What follows belongs to an exercise in optimizing a design on an open flow for a short achievable clock period and few clock cycles per item; a production flow would make more cautious choices.
At most, simulation tests tie the RTL to the original design; equivalence was not proved.

==> job 8437 <==
==> flow/design.v <==
module Raptor64Div(rst, clk, ld, sgn, isDivi, a, b, imm, qo, ro, dvByZr, done);
input clk;
input rst;
input ld;
input sgn;
input isDivi;
input [63:0] a;
input [63:0] b;
input [63:0] imm;
output [63:0] qo;
output [63:0] ro;
output done;
output dvByZr;
reg dvByZr;
localparam IDLE = 2'd0;
localparam NORM = 2'd1;
localparam ITER = 2'd2;
localparam DONE = 2'd3;
reg [1:0] state;
assign done = state==DONE;
wire [63:0] dsel = isDivi ? imm : b;
wire sa = sgn & a[63];
wire sd = sgn & dsel[63];
wire [63:0] a_neg = -a;
wire [63:0] d_neg = -dsel;
wire [63:0] a_abs = sa ? a_neg : a;
wire [63:0] d_abs = sd ? d_neg : dsel;
wire [63:0] ta = sa ? ~a : a;
wire [63:0] td = sd ? ~dsel : dsel;
wire pa = sa & (&(~ta[63:1] | ta[62:0]));
wire pd = sd & (&(~td[63:1] | td[62:0]));
wire [6:0] lzta, lztd;
Raptor64Div_lzc u_lza(.x(ta), .n(lzta));
Raptor64Div_lzc u_lzd(.x(td), .n(lztd));
wire [6:0] lza = lzta - {6'd0, pa};
wire [6:0] lzd = lztd - {6'd0, pd};
wire dz = dsel == 64'd0;
wire qk = lza > lzd;		 
reg [63:0] A, D;
reg [6:0] lzA, lzD;
reg so;
wire [6:0] nq = lzD - lzA + 7'd4;		 
wire [4:0] m = nq[6:2];					 
wire [3:0] sh4 = 4'd0 - m[3:0];			 
wire [127:0] ash = {64'd0, A} << {sh4, 2'b00};
wire [67:0] D1 = {4'd0, D};
wire [67:0] D2 = {3'd0, D, 1'b0};
wire [67:0] D4 = {2'd0, D, 2'b0};
wire [67:0] D8 = {1'd0, D, 3'b0};
wire [67:0] D16 = {D, 4'b0};
reg [67:0] M3, M5, M7, M9, M11, M13, M15;
reg [63:0] r;		 
reg [63:0] qs;		 
reg [63:0] Q, QM;	 
reg [4:0] cnt;
reg lst;			 
reg negl;			 
wire [67:0] rp = {r, qs[63:60]};
wire [67:0] M [0:15];
assign M[0] = 68'd0;
assign M[1] = D1;
assign M[2] = D2;
assign M[3] = M3;
assign M[4] = D4;
assign M[5] = M5;
assign M[6] = {M3[66:0], 1'b0};
assign M[7] = M7;
assign M[8] = D8;
assign M[9] = M9;
assign M[10] = {M5[66:0], 1'b0};
assign M[11] = M11;
assign M[12] = {M3[65:0], 2'b0};
assign M[13] = M13;
assign M[14] = {M7[66:0], 1'b0};
assign M[15] = M15;
wire [15:0] ge;
wire [63:0] cand [0:15];
assign ge[0] = 1'b1;
assign cand[0] = negl ? -rp[63:0] : rp[63:0];
genvar j;
generate
for (j = 1; j < 16; j = j + 1) begin : g_cmp
	wire [68:0] df = {1'b0, rp} - {1'b0, M[j]};
	wire [63:0] dn = M[j][63:0] - rp[63:0];
	assign ge[j] = ~df[68];
	assign cand[j] = negl ? dn : df[63:0];
end
endgenerate
wire [15:0] sel;
generate
for (j = 0; j < 15; j = j + 1) begin : g_sel
	assign sel[j] = ge[j] & ~ge[j+1];
end
endgenerate
assign sel[15] = ge[15];
wire [63:0] ao [0:16];
wire [3:0] dgo [0:16];
assign ao[0] = 64'd0;
assign dgo[0] = 4'd0;
generate
for (j = 0; j < 16; j = j + 1) begin : g_ao
	assign ao[j+1] = ao[j] | ({64{sel[j]}} & cand[j]);
	assign dgo[j+1] = dgo[j] | ({4{sel[j]}} & j);
end
endgenerate
wire [63:0] rn = ao[16];
wire [3:0] dg = dgo[16];
wire [63:0] Qn = {Q[59:0], dg};
wire [63:0] QMn = dg != 4'd0 ? {Q[59:0], dg - 4'd1} : {QM[59:0], 4'hF};
always @(posedge clk)
if (rst) begin
	state <= IDLE;
end
else begin
case(state)
IDLE:
	if (ld) begin
		A <= a_abs;
		D <= d_abs;
		lzA <= lza;
		lzD <= lzd;
		so <= sa ^ sd;
		dvByZr <= dz;
		if (dz) begin
			Q <= sa ? 64'd1 : {64{1'b1}};
			r <= a;
			state <= DONE;
		end
		else if (qk) begin
			Q <= 64'd0;
			r <= sd ? a_neg : a;
			state <= DONE;
		end
		else
			state <= NORM;
	end
NORM:
	begin
		r <= ash[127:64];
		qs <= ash[63:0];
		Q <= 64'd0;
		QM <= {64{1'b1}};
		cnt <= m;
		lst <= m == 5'd1;
		negl <= (m == 5'd1) & so;
		M3 <= D2 + D1;
		M5 <= D4 + D1;
		M7 <= D8 - D1;
		M9 <= D8 + D1;
		M11 <= D8 + D2 + D1;
		M13 <= D16 - D2 - D1;
		M15 <= D16 - D1;
		state <= ITER;
	end
ITER:
	begin
		r <= rn;
		qs <= {qs[59:0], 4'd0};
		Q <= Qn;
		QM <= QMn;
		cnt <= cnt - 5'd1;
		lst <= cnt == 5'd2;
		negl <= (cnt == 5'd2) & so;
		if (lst) begin
			Q <= so ? ~QMn : Qn;
			state <= DONE;
		end
	end
DONE:
	state <= IDLE;
endcase
end
assign qo = Q;
assign ro = r;
endmodule
module Raptor64Div_lzc(input [63:0] x, output [6:0] n);
wire [15:0] v1;
wire [31:0] c1;
genvar i;
generate
for (i = 0; i < 16; i = i + 1) begin : g_n
	wire [3:0] w = x[4*i+3:4*i];
	assign v1[i] = |w;
	assign c1[2*i+1:2*i] = w[3] ? 2'd0 : w[2] ? 2'd1 : w[1] ? 2'd2 : 2'd3;
end
endgenerate
wire [7:0] v2;
wire [23:0] c2;
generate
for (i = 0; i < 8; i = i + 1) begin : g_2
	assign v2[i] = v1[2*i+1] | v1[2*i];
	assign c2[3*i+2:3*i] = v1[2*i+1] ? {1'b0, c1[4*i+3:4*i+2]} : {1'b1, c1[4*i+1:4*i]};
end
endgenerate
wire [3:0] v3;
wire [15:0] c3;
generate
for (i = 0; i < 4; i = i + 1) begin : g_3
	assign v3[i] = v2[2*i+1] | v2[2*i];
	assign c3[4*i+3:4*i] = v2[2*i+1] ? {1'b0, c2[6*i+5:6*i+3]} : {1'b1, c2[6*i+2:6*i]};
end
endgenerate
wire [1:0] v4;
wire [9:0] c4;
generate
for (i = 0; i < 2; i = i + 1) begin : g_4
	assign v4[i] = v3[2*i+1] | v3[2*i];
	assign c4[5*i+4:5*i] = v3[2*i+1] ? {1'b0, c3[8*i+7:8*i+4]} : {1'b1, c3[8*i+3:8*i]};
end
endgenerate
assign n = v4[1] ? {2'b00, c4[9:5]} : v4[0] ? {2'b01, c4[4:0]} : 7'd64;
endmodule
==> flow/run.sh <==
#!/bin/bash
# synth_recipe.tcl (not shown) runs the flow's synth.tcl, then flattens the netlist and writes it again
# the make line also repeats each setting of config.mk as NAME=value (left out here)
make -C /OpenROAD-flow-scripts/flow DESIGN_CONFIG=/design/flow/config.mk WORK_HOME=/design/flow/orfs CLKGATE_MAP_FILE= SYNTH_SCRIPT=/design/flow/synth_recipe.tcl finish
==> flow/config.mk <==
export PLATFORM = sky130hd
export DESIGN_NAME = Raptor64Div
export DESIGN_NICKNAME = Raptor64Div
export VERILOG_FILES = /design/flow/design.v
export SDC_FILE = /design/flow/constraint.sdc
export NUM_CORES = 4
export LEC_CHECK = 0
export CAP_MARGIN = 20
export CORE_MARGIN = 2
export CORE_UTILIZATION = 40
export SETUP_SLACK_MARGIN = 4.0
export SLEW_MARGIN = 20
==> flow/constraint.sdc <==
create_clock -name core_clock -period 8.0 [get_ports {clk}]
set_input_delay 1.6000 -clock core_clock [delete_from_list [all_inputs] [get_ports {clk}]]
set_output_delay 1.6000 -clock core_clock [all_outputs]
set_load 0.01 [all_outputs]
==> inputs of job 4873, as changes to job 8437 <==
==> flow/design.v, changed modules only <==
module Raptor64Div(rst, clk, ld, sgn, isDivi, a, b, imm, qo, ro, dvByZr, done);
parameter DIV=3'd3;
parameter IDLE=3'd4;
parameter DONE=3'd5;
input clk;
input rst;
input ld;
input sgn;
input isDivi;
input [63:0] a;
input [63:0] b;
input [63:0] imm;
output [63:0] qo;
reg [63:0] qo;
output [63:0] ro;
reg [63:0] ro;
output done;
output dvByZr;
reg dvByZr;
reg [63:0] aa,bb;
reg so;
reg [2:0] state;
reg [7:0] cnt;
wire cnt_done = cnt==8'd0;
assign done = state==DONE;
reg ce1;
reg [63:0] q;
reg [64:0] r;
wire b0 = bb <= r;
wire [63:0] r1 = b0 ? r - bb : r;
always @(posedge clk)
if (rst) begin
	aa <= 64'd0;
	bb <= 64'd0;
	q <= 64'd0;
	r <= 64'd0;
	qo <= 64'd0;
	ro <= 64'd0;
	cnt <= 8'd0;
	state <= IDLE;
end
else
begin
if (!cnt_done)
	cnt <= cnt - 8'd1;
case(state)
IDLE:
	if (ld) begin
		if (sgn) begin
			q <= a[63] ? -a : a;
			bb <= isDivi ? (imm[63] ? -imm : imm) :(b[63] ? -b : b);
			so <= isDivi ? a[63] ^ imm[63] : a[63] ^ b[63];
		end
		else begin
			q <= a;
			bb <= isDivi ? imm : b;
			so <= 1'b0;
		end
		dvByZr <= isDivi ? imm==64'd0 : b==64'd0;
		r <= 64'd0;
		cnt <= 8'd65;
		state <= DIV;
	end
DIV:
	if (!cnt_done) begin
		q <= {q[62:0],b0};
		r <= {r1,q[63]};
	end
	else begin
		if (sgn) begin
			if (so) begin
				qo <= -q;
				ro <= -r[64:1];
			end
			else begin
				qo <= q;
				ro <= r[64:1];
			end
		end
		else begin
			qo <= q;
			ro <= r[64:1];
		end
		state <= DONE;
	end
DONE:
	state <= IDLE;
endcase
end
endmodule
// module Raptor64Div_lzc removed
Settings changed: SETUP_SLACK_MARGIN 4.0 to unset.
==> run summary <==
Count of flip-flops with a built-in enable after synthesis: job 4873 2; job 8437 864
Synth Area in Adders: job 4873 0.06423; job 8437 0.1798
Die extent in x: job 4873 261.0 um; job 8437 684.0 um
Total number of placement rows: job 4873 94; job 8437 249
Area share of the leading cell type in the synthesized netlist: job 4873 0.2516; job 8437 0.1644
Starting Density: job 4873 0.4032; job 8437 0.4019
Placed instance count: job 4873 4563; job 8437 31850
Buffer levels on the longest clock path: job 4873 3; job 8437 4
Mux contribution to synthesized area: job 4873 0.03032; job 8437 0.01853
Simple-Gate Fraction of Synth Area: job 4873 0.2240; job 8437 0.1712
Synth Area in XOR/XNOR: job 4873 0.08224; job 8437 0.07425
TritonCTS buffer count: job 4873 41; job 8437 137
Number of H-tree levels: job 4873 2; job 8437 4
DPL Wire Length: job 4873 76560 um; job 8437 1232000 um
Run status: job 4873 complete, no violations; job 8437 did not finish
Last stage reached: job 4873 -; job 8437 global routing (5_1_grt)
Cell area after placement: job 4873 30070 um2; job 8437 202400 um2
Postcts setup bufs: job 4873 0; job 8437 1107
Gate count after technology mapping: job 4873 3600; job 8437 25400
Overall die height: job 4873 261.0 um; job 8437 684.0 um
Synthesized-area fraction occupied by ao, oa, aoi and oai cells: job 4873 0.2830; job 8437 0.3627
Distinct cell type count after synthesis: job 4873 84; job 8437 106
Sequential cell area fraction in the yosys report: job 4873 0.2539; job 8437 0.1405
Testbench counts of job 4873, summed over its fixed seeds: cycles 163,200, items 2,400.
For job 8437, only the layout was checked, not whether the RTL still works.

-- what the ideal ports hide --
In the flow no input, the clock included, has a driving cell. The finished layout below was timed again as built, in two steps.
Step 1 (the two cells are an assumption about what drives the block):
set clk [get_ports {clk}]
set_driving_cell -lib_cell sky130_fd_sc_hd__clkbuf_16 $clk
set_driving_cell -lib_cell sky130_fd_sc_hd__buf_2 [delete_from_list [all_inputs] $clk]
Step 2 moves the port delays by t, midway between the first and last clock arrival at a register: inputs arrive t later, outputs are due t later. That takes back most of the time a late clock gives input paths.
Three values: ideal ports, drivers, drivers and shift; two values: the first two.
run: job 4873
t, ns: 0.637
setup slack, ns: 2.975 / 3.013 / 2.376
hold WS [ns]: 0.448 / 0.448 / 0.448
latest minus earliest clock arrival (ns): 0.026 / 0.026
worst slew at a driven data input, ns: 0.09
After both steps job 4873 still meets setup and hold. For job 4873, drivers alone change the setup slack by +0.038 ns; drivers and shift together by -0.599 ns.
